Background: an optimization exercise with open tools, aiming at small area, a short achievable clock period and few clock cycles per item. Do not read the settings as production practice.
Function was checked by simulation only, so behaviour that the tests miss may differ from the original.

Setup of v4:
==> flow/design.v <==
module joltage #(parameter int LENGTH = 100) (
    input logic clk, rst, start, data_valid,
    input logic [4*LENGTH-1:0] line_flat,
    output logic [15:0] joltage1_out,
    output logic [63:0] joltage2_out,
    output logic done
    );
    localparam int K    = 12;                
    localparam int HEAD = LENGTH - K + 1;    
    localparam int TL   = K - 1;             
    logic [3:0] line [0:LENGTH-1];
    genvar k;
    generate
        for (k = 0; k < LENGTH; k++) begin : unflatten
            assign line[k] = line_flat[4*k +: 4];
        end
    endgenerate
    function automatic logic ge4(input logic [3:0] a, input logic [3:0] b);
        logic r;
        r = a[0] | ~b[0];
        for (int i = 1; i < 4; i++) r = (a[i] & ~b[i]) | (~(~a[i] & b[i]) & r);
        ge4 = r;
    endfunction
    function automatic logic ge8(input logic [7:0] a, input logic [7:0] b);
        logic r;
        r = a[0] | ~b[0];
        for (int i = 1; i < 8; i++) r = (a[i] & ~b[i]) | (~(~a[i] & b[i]) & r);
        ge8 = r;
    endfunction
    function automatic logic [2*LENGTH-1:0] pfx2(input logic [LENGTH-1:0] x);
        logic [LENGTH-1:0] p1, p2;
        p1 = x;
        p2 = '0;
        for (int l = 0; (1 << l) < LENGTH; l++)
            for (int i = 0; i < LENGTH; i++)
                if ((i >> l) & 1) begin
                    p2[i] = p2[i] | p2[((i >> l) << l) - 1] | (p1[i] & p1[((i >> l) << l) - 1]);
                    p1[i] = p1[i] | p1[((i >> l) << l) - 1];
                end
        pfx2 = {p2[LENGTH-2:0], 1'b0, p1[LENGTH-2:0], 1'b0};
    endfunction
    function automatic logic two_ones(input logic [LENGTH-1:0] x);
        logic [LENGTH-1:0] p1, p2;
        int n;
        p1 = x;
        p2 = '0;
        for (n = LENGTH; n > 1; n = (n + 1) / 2)
            for (int i = 0; i < n / 2; i++) begin
                p2[i] = p2[2*i] | p2[2*i+1] | (p1[2*i] & p1[2*i+1]);
                p1[i] = p1[2*i] | p1[2*i+1];
                if (i == n / 2 - 1 && n % 2 == 1) begin
                    p2[i+1] = p2[n-1];
                    p1[i+1] = p1[n-1];
                end
            end
        two_ones = p2[0];
    endfunction
    function automatic logic [4+11-1:0] max11(input logic [43:0] d, input logic [10:0] c);
        logic [10:0] p [0:3];
        logic [10:0] m;
        logic h8, h4, h1, h0;
        for (int b = 0; b < 4; b++)
            for (int i = 0; i < 11; i++) p[b][i] = d[4*i+b];
        h8 = |(c & p[3]);
        h4 = |(c & p[2]);
        m = c & (h8 ? p[3] : (p[2] | {11{~h4}}));
        h1 = |(m & p[1]);
        m = m & (p[1] | {11{~h1}});
        h0 = |(m & p[0]);
        m = m & (p[0] | {11{~h0}});
        max11 = {h8, ~h8 & h4, h1, h0, m};
    endfunction
    logic waitd, sel, fin, first;
    logic [3:0] j;                   
    logic take2;                     
    always_ff @(posedge clk) begin : control
        if (rst) begin
            waitd <= 1'b0;
            sel   <= 1'b0;
            fin   <= 1'b0;
            done  <= 1'b0;
            first <= 1'b0;
            j     <= '0;
        end else begin
            fin   <= 1'b0;
            first <= 1'b0;
            if (start) begin
                waitd <= 1'b1;
                done  <= 1'b0;
            end
            if (waitd && data_valid) begin
                waitd <= 1'b0;
                sel   <= 1'b1;
                first <= 1'b1;
                j     <= '0;
            end
            if (sel) begin
                j <= j + 4'd1 + 4'(take2);
                if (j + 4'd1 + 4'(take2) == 4'(K)) begin
                    sel <= 1'b0;
                    fin <= 1'b1;
                end
            end
            if (fin)
                done <= 1'b1;
        end
    end
    logic [3:0] ln [0:LENGTH-1];
    always_ff @(posedge clk) begin : line_reg
        if (waitd)
            for (int i = 0; i < LENGTH; i++) ln[i] <= line[i];
    end
    logic [LENGTH-1:0] pl [0:3];
    always_comb begin
        for (int b = 0; b < 4; b++)
            for (int i = 0; i < LENGTH; i++) pl[b][i] = ln[i][b];
    end
    logic [3:0] nd;
    always_comb begin : next_digit
        nd = 4'd0;
        for (int t = 0; t < TL; t++)
            if (j == 4'(t)) nd = nd | ln[HEAD+t];
    end
    logic [LENGTH-1:0] act;          
    logic [TL+1:0] hiok;             
    logic [LENGTH-1:0] c4, c2, c1, c0, a1, a2;
    logic [3:0] mx;
    always_comb begin : select
        logic h8, h4;
        c4 = act & {hiok[TL-1:0], {HEAD{1'b1}}};
        h8 = |(c4 & pl[3]);
        h4 = |(c4 & pl[2]);
        mx[3] = h8;
        mx[2] = ~h8 & h4;
        c2 = c4 & (h8 ? pl[3] : (pl[2] | {LENGTH{~h4}}));
        mx[1] = |(c2 & pl[1]);
        c1 = c2 & (pl[1] | {LENGTH{~mx[1]}});
        mx[0] = |(c1 & pl[0]);
        c0 = c1 & (pl[0] | {LENGTH{~mx[0]}});
        {a2, a1} = pfx2(c0);
        take2 = (mx[0] ? two_ones(c1 & pl[0]) : two_ones(c1)) && ge4(mx, nd) && j != 4'(K - 1);
    end
    always_ff @(posedge clk) begin : select_seq
        if (waitd) begin
            act  <= '1;
            hiok <= '0;
        end else begin
            act  <= take2 ? a2 : a1;
            hiok <= take2 ? {hiok[TL-1:0], 2'b11} : {hiok[TL:0], 1'b1};
        end
    end
    logic [3:0] mreg, m0, m1, pd;
    logic two;                       
    logic pend;                      
    logic upd;                       
    logic [6:0] dd;                  
    logic [39:0] v;
    logic [63:0] sum;
    always_comb begin : horner_add
        upd = pend | two;
        dd = pend ? 7'(pd * 4'd10) + 7'(mreg) : 7'(mreg * 4'd11);
        sum = (fin ? joltage2_out : 64'd0) + (64'(v) << 6) + (64'(v) << 5) + (64'(v) << 2) + 64'(dd);
    end
    always_ff @(posedge clk) begin : horner
        mreg <= mx;
        two  <= take2;
        if (sel && j == 4'd0) begin
            m0 <= mx;
            if (take2) m1 <= mx;
        end
        if (sel && j == 4'd1) m1 <= mx;
        if (first) begin
            v    <= 40'd0;
            pend <= 1'b0;
        end else begin
            if (upd) v <= sum[39:0];
            if (pend == two) pd <= mreg;
            pend <= pend ^ ~two;
        end
    end
    logic [43:0] tdig;
    always_comb
        for (int t = 0; t < TL; t++) tdig[4*t +: 4] = ln[HEAD+t];
    logic [3:0] pm, rt, y;
    logic [10:0] pmm, aft;
    always_comb begin : tail
        {pm, pmm} = max11(tdig, 11'b01111111111);
        aft = 11'(pfx2(100'(pmm)));
        {y, aft} = {max11(tdig, aft)};
        rt = 4'(max11(tdig, 11'b11111111110) >> 11);
    end
    logic [7:0] t2r;
    logic [3:0] rtr;
    logic [6:0] p1v;
    always_ff @(posedge clk) begin : part1
        logic [7:0] ca, p;
        t2r <= {pm, y};
        rtr <= rt;
        ca = {m0, ge4(m1, rtr) ? m1 : rtr};
        p = ge8(ca, t2r) ? ca : t2r;
        p1v <= 7'(p[7:4] * 4'd10) + 7'(p[3:0]);
    end
    logic rst_q;
    always_ff @(posedge clk) rst_q <= rst;
    always_ff @(posedge clk) begin : totals
        if (rst_q) begin
            joltage1_out <= 16'd0;
            joltage2_out <= 64'd0;
        end else if (fin) begin
            joltage1_out <= joltage1_out + 16'(p1v);
            joltage2_out <= sum;
        end
    end
endmodule
Settings: LEC_CHECK=0, ABC_AREA=1, CAP_MARGIN=20, CORE_MARGIN=2, CORE_UTILIZATION=40, SLEW_MARGIN=20; clock period 25.0 ns.
standard.sh (not shown) runs the stock make flow with config.mk's settings and CLKGATE_MAP_FILE= SYNTH_SCRIPT=/design/flow/synth_recipe.tcl, a recipe that flattens the netlist after the stock synthesis.
==> flow/flow/run.sh <==
#!/bin/bash
# Standard layout with two changes to how it is made (the SDC, clock period
# and I/O delays are the design's, unchanged):
# - repair_timing is asked for a setup margin, so that it sizes and buffers
#   the design for the period it can reach rather than just 25 ns;
# - the port buffers are buf_1 cells instead of the default choice.
set -euo pipefail
export SETUP_SLACK_MARGIN=17
export BUFFER_PORTS_ARGS="-buffer_cell sky130_fd_sc_hd__buf_1"
bash standard.sh > standard.log 2>&1
v4 | stages: all done | timing, DRC, antenna: all pass
Testbench counts of v4, summed over its fixed seeds: cycles 2,384, lines 240.
Here is what was changed in the inputs of v9 compared with v4.
==> flow/flow/run.sh <==
#!/bin/bash
# Standard layout with three changes to how it is made (the SDC, clock period
# and I/O delays are the design's, unchanged):
# - repair_timing is asked for a setup margin, so that it sizes and buffers
#   the design for the period it can reach rather than just 25 ns;
# - the port buffers are buf_1 cells instead of the default choice;
# - the clock tree uses clkbuf_8 cells (set in config.mk).
set -euo pipefail
export SETUP_SLACK_MARGIN=17
export BUFFER_PORTS_ARGS="-buffer_cell sky130_fd_sc_hd__buf_1"
bash standard.sh > standard.log 2>&1
--- a/flow/config.mk
+++ b/flow/config.mk
@@ -10,3 +10,4 @@
 export CORE_MARGIN = 2
 export CORE_UTILIZATION = 40
+export CTS_BUF_LIST = sky130_fd_sc_hd__clkbuf_8
 export SLEW_MARGIN = 20
Area share of buffers outside the clock network: v9 vs v4, no meaningful difference
Fraction of area in registers delta (v4 -> v9): insignificant
In the reports for v9 and v4, the smaller global-route wire length before repair belongs to v4.
Minimum clock period after layout: v9 and v4 compared, lower one is v9
In terms of total detailed-routing wirelength, v4 and v9 differ only marginally.

==> port drivers added, routing unchanged <==
Ports are ideal in the flow. The routed layouts listed here were re-timed in OpenROAD. Step 1, drivers: a clkbuf_16 drives clk and a buf_2 each remaining input, both assumed. Step 2 moves the port delays by t, midway between the first and last clock arrival at a register: inputs arrive t later, outputs are due t later. That takes back most of the time a late clock gives input paths. a / b / c = ideal ports / drivers / drivers and shift; a / b = the first two.
run	t, ns	slack for setup (ns)	clock arrival spread, ns	cell pins on the clock port's net
v4	0.742	17.050 / 17.050 / 17.050	0.043 / 0.044	1
v9	0.895	17.088 / 17.088 / 17.088	0.037 / 0.037	1
After both steps every run listed still meets setup and hold.
